This design comes from an exercise in tuning for small area and a short achievable clock period on the open sky130 flow, not from production work.
In this exercise RTL edits were held to simulation tests only and were not proved equivalent to the original.
Power is estimated from default activity; no workload was simulated.

Design SingleCycleCPU, start of the top module:
module SingleCycleCPU(
    input clk, Reset,
    input [31:0] instr,
    output [5:0] opCode,
    output [31:0] ReadData1, ReadData2, currentPC, nextPC, result, DMOut,
    output [4:0] rs, rt
);
For scale: ~5100 cells after synthesis, about 0.073 mm2 of cells after synthesis.
Settings: LEC_CHECK=0, CAP_MARGIN=30, CORE_MARGIN=2, CORE_UTILIZATION=35, PLACE_DENSITY=0.65, SLEW_MARGIN=30, SYNTH_HIERARCHICAL=1, SYNTH_MINIMUM_KEEP_SIZE=0; clock period 20.0 ns.
standard.sh (not shown) runs the stock make flow with config.mk's settings and CLKGATE_MAP_FILE= SYNTH_SCRIPT=/design/flow/synth_recipe.tcl, a recipe that flattens the netlist after the stock synthesis.
==> flow/flow/run.sh <==
#!/bin/bash
# Layout flow: the standard synthesis unchanged, then the standard ORFS
# steps with our own port buffers, clock tree settings and timing target.
set -euo pipefail
HERE=$(cd "$(dirname "$0")" && pwd)
source "$HERE/settings.sh"

bash standard.sh synth > synth.log 2>&1
bash standard.sh \
  BUFFER_PORTS_ARGS="$PORT_BUF_ARGS" \
  CTS_ARGS="$CTS_ARGS_V" \
  SETUP_SLACK_MARGIN="$SETUP_MARGIN" \
  PRE_RESIZE_TCL="$HERE/pre_resize.tcl" \
  $EXTRA_MAKE_ARGS \
  finish > layout.log 2>&1
==> flow/flow/pre_resize.tcl <==
# Stronger buffers on the input ports (they drive the decoders directly).
foreach inst [get_cells input*] {
  replace_cell $inst sky130_fd_sc_hd__buf_8
}
# The last gate of each register-file read bit drives the ALU, comparator,
# memory and output port: use the strongest or3.
foreach inst [get_cells -filter "ref_name == sky130_fd_sc_hd__or3_1"] {
  set net [get_full_name [get_nets -of_objects [get_pins [get_full_name $inst]/A]]]
  if {[string match "rp*" $net]} {
    replace_cell $inst sky130_fd_sc_hd__or3_4
  }
}
==> flow/flow/settings.sh <==
# Settings read by run.sh
PORT_BUF_ARGS="-buffer_cell sky130_fd_sc_hd__buf_2"
CTS_ARGS_V="-sink_clustering_enable -repair_clock_nets -buf_list {sky130_fd_sc_hd__clkbuf_8} -sink_clustering_size 16 -sink_clustering_max_diameter 50 -dont_use_dummy_load"
SETUP_MARGIN=7
EXTRA_MAKE_ARGS="TNS_END_PERCENT=20"
The starting point completed with no timing, DRC or antenna violations.
Next try:
--- a/flow/flow/settings.sh
+++ b/flow/flow/settings.sh
@@ -5 +5 @@
-EXTRA_MAKE_ARGS="TNS_END_PERCENT=20"
+EXTRA_MAKE_ARGS=""
--- a/flow/config.mk
+++ b/flow/config.mk
@@ -10,2 +10 @@
-export CORE_UTILIZATION = 35
-export PLACE_DENSITY = 0.65
+export CORE_UTILIZATION = 22
Effect: Setup slack loses 0.024 ns; routed wire length increases by 10%; worst hold slack hardly moves; clock power increases by about 8%; first-iteration DRC count increases by 1.8%; power increases by 4.5%; via count increases by 1.0%.

========
Starting RTL as in the previous note.
## SingleCycleCPU
module SingleCycleCPU(
    input clk, Reset,
    input [31:0] instr,
    output [5:0] opCode,
    output [31:0] ReadData1, ReadData2, currentPC, nextPC, result, DMOut,
    output [4:0] rs, rt
);
export LEC_CHECK = 0
export CAP_MARGIN = 30
export CORE_MARGIN = 2
export CORE_UTILIZATION = 22
export SLEW_MARGIN = 30
export SYNTH_HIERARCHICAL = 1
export SYNTH_MINIMUM_KEEP_SIZE = 0
create_clock -name core_clock -period 20.0 [get_ports {clk}]
==> flow/flow/pre_resize.tcl <==
# Stronger buffers on the input ports (they drive the decoders directly).
foreach inst [get_cells input*] {
  replace_cell $inst sky130_fd_sc_hd__buf_8
}
==> flow/flow/settings.sh <==
# Settings read by run.sh
PORT_BUF_ARGS="-buffer_cell sky130_fd_sc_hd__buf_2"
CTS_ARGS_V="-sink_clustering_enable -repair_clock_nets -buf_list {sky130_fd_sc_hd__clkbuf_8} -sink_clustering_size 16 -sink_clustering_max_diameter 50 -dont_use_dummy_load"
SETUP_MARGIN=6
EXTRA_MAKE_ARGS=""
Scripts as last shown in full above: flow/flow/run.sh
Then changed:
--- a/flow/flow/settings.sh
+++ b/flow/flow/settings.sh
@@ -4 +4 @@
-SETUP_MARGIN=6
+SETUP_MARGIN=7
Result:
- routed wire length increases by 2.6%
- count of clock-buffer cells in the layout is unchanged
- hold slack is about the same
- total power went up by 1.7%
- first-iteration DRC count is higher by 5.6%
- clock skew drops by 0.025 ns
- area after synthesis does not change
- clock power is about the same
- register-to-register slack is better by 0.80 ns
- final cell count climbs by about 1%
Then changed:
--- a/flow/flow/pre_resize.tcl
+++ b/flow/flow/pre_resize.tcl
@@ -4,0 +5,15 @@
+# The last gate of each register-file read bit drives the ALU, comparator,
+# memory and output port: use the strongest or3.
+foreach inst [get_cells -filter "ref_name == sky130_fd_sc_hd__or3_1"] {
+  set net [get_full_name [get_nets -of_objects [get_pins [get_full_name $inst]/A]]]
+  if {[string match "rp*" $net]} {
+    replace_cell $inst sky130_fd_sc_hd__or3_4
+  }
+}
+# Outputs with plenty of slack get the smallest buffer.
+foreach inst [get_cells output*] {
+  set net [get_full_name [get_nets -of_objects [get_pins [get_full_name $inst]/X]]]
+  if {[regexp {^(currentPC|opCode|rs|rt|ReadData1|ReadData2)} $net]} {
+    replace_cell $inst sky130_fd_sc_hd__buf_1
+  }
+}
--- a/flow/flow/settings.sh
+++ b/flow/flow/settings.sh
@@ -5 +5 @@
-EXTRA_MAKE_ARGS=""
+EXTRA_MAKE_ARGS="TNS_END_PERCENT=20"
- CORE_UTILIZATION: 22 -> 35
- PLACE_DENSITY: default -> 0.65
=> Cell count went down by about a fifth; die area went down by well over a third; hold slack is about the same; setup slack is worse by 0.020 ns; routed wire length went down by roughly a tenth; sequential share of layout area went up by 2.0 points; global-route usage went up by 7.7 points; clock-buffer cell count went down by 19; sequential cell count does not change; cell area went down by a few percent.
Then changed:
--- a/flow/flow/pre_resize.tcl
+++ b/flow/flow/pre_resize.tcl
@@ -13,7 +12,0 @@
-# Outputs with plenty of slack get the smallest buffer.
-foreach inst [get_cells output*] {
-  set net [get_full_name [get_nets -of_objects [get_pins [get_full_name $inst]/X]]]
-  if {[regexp {^(currentPC|opCode|rs|rt|ReadData1|ReadData2)} $net]} {
-    replace_cell $inst sky130_fd_sc_hd__buf_1
-  }
-}
- CORE_UTILIZATION: 35 -> 22
- PLACE_DENSITY: 0.65 -> default
Cell area came out higher by 3.0%.
Total power rises by 4.0%.
Worst setup slack loses 0.082 ns.
Hold slack got worse by 0.0071 ns.
First-iteration DRC count rose by 2.2%.
Register-to-register slack gets worse by 0.11 ns.
Cell count increases by 19%.
Sequential share of layout area goes down by 1.7 points.
Then changed:
--- a/flow/flow/settings.sh
+++ b/flow/flow/settings.sh
@@ -4 +4 @@
-SETUP_MARGIN=7
+SETUP_MARGIN=7.5
- CORE_UTILIZATION: 22 -> 35
- PLACE_DENSITY: default -> 0.65
Result: Register-to-register slack improved by 0.14 ns; routed wire length goes down by 6.9%; count of clock-buffer cells in the layout fell by 23; final area is about the same; worst setup slack is better by 0.19 ns.

## port drivers added, routing unchanged
In the flow no input, the clock included, has a driving cell. The finished layouts below were timed again as built, in two steps.
Step 1, drivers: a clkbuf_16 drives clk and a buf_2 each remaining input, both assumed.
Step 2 times the ports against the registers' clock, not the clock port: input delays grow and output delays shrink by t, the midpoint of the rising clock arrivals with the driver on.
Three values: no drivers, after step 1, after step 2; two values: the first two.
run	shift t [ns]	setup WS [ns]	worst register clock-pin slew, ns	worst data-port slew with drivers (ns)
the first run of note 1	1.006	6.885 / 6.827 / 6.827	0.11 / 0.11	0.14
the second run of note 1	0.984	6.862 / 6.622 / 6.622	0.10 / 0.10	0.25
the first run of note 2	0.959	6.086 / 5.995 / 5.995	0.10 / 0.10	0.24
the second run of note 2	0.976	6.882 / 6.823 / 6.823	0.10 / 0.10	0.21
the third run of note 2	1.020	6.862 / 6.733 / 6.733	0.10 / 0.10	0.16
the fourth run of note 2	0.963	6.781 / 6.642 / 6.642	0.11 / 0.11	0.24
the fifth run of note 2	1.002	6.974 / 6.768 / 6.768	0.11 / 0.11	0.21
After both steps every run listed still meets setup and hold. For the second run of note 1, which loses most, drivers alone change the setup slack by -0.240 ns; drivers and shift together by -0.240 ns.
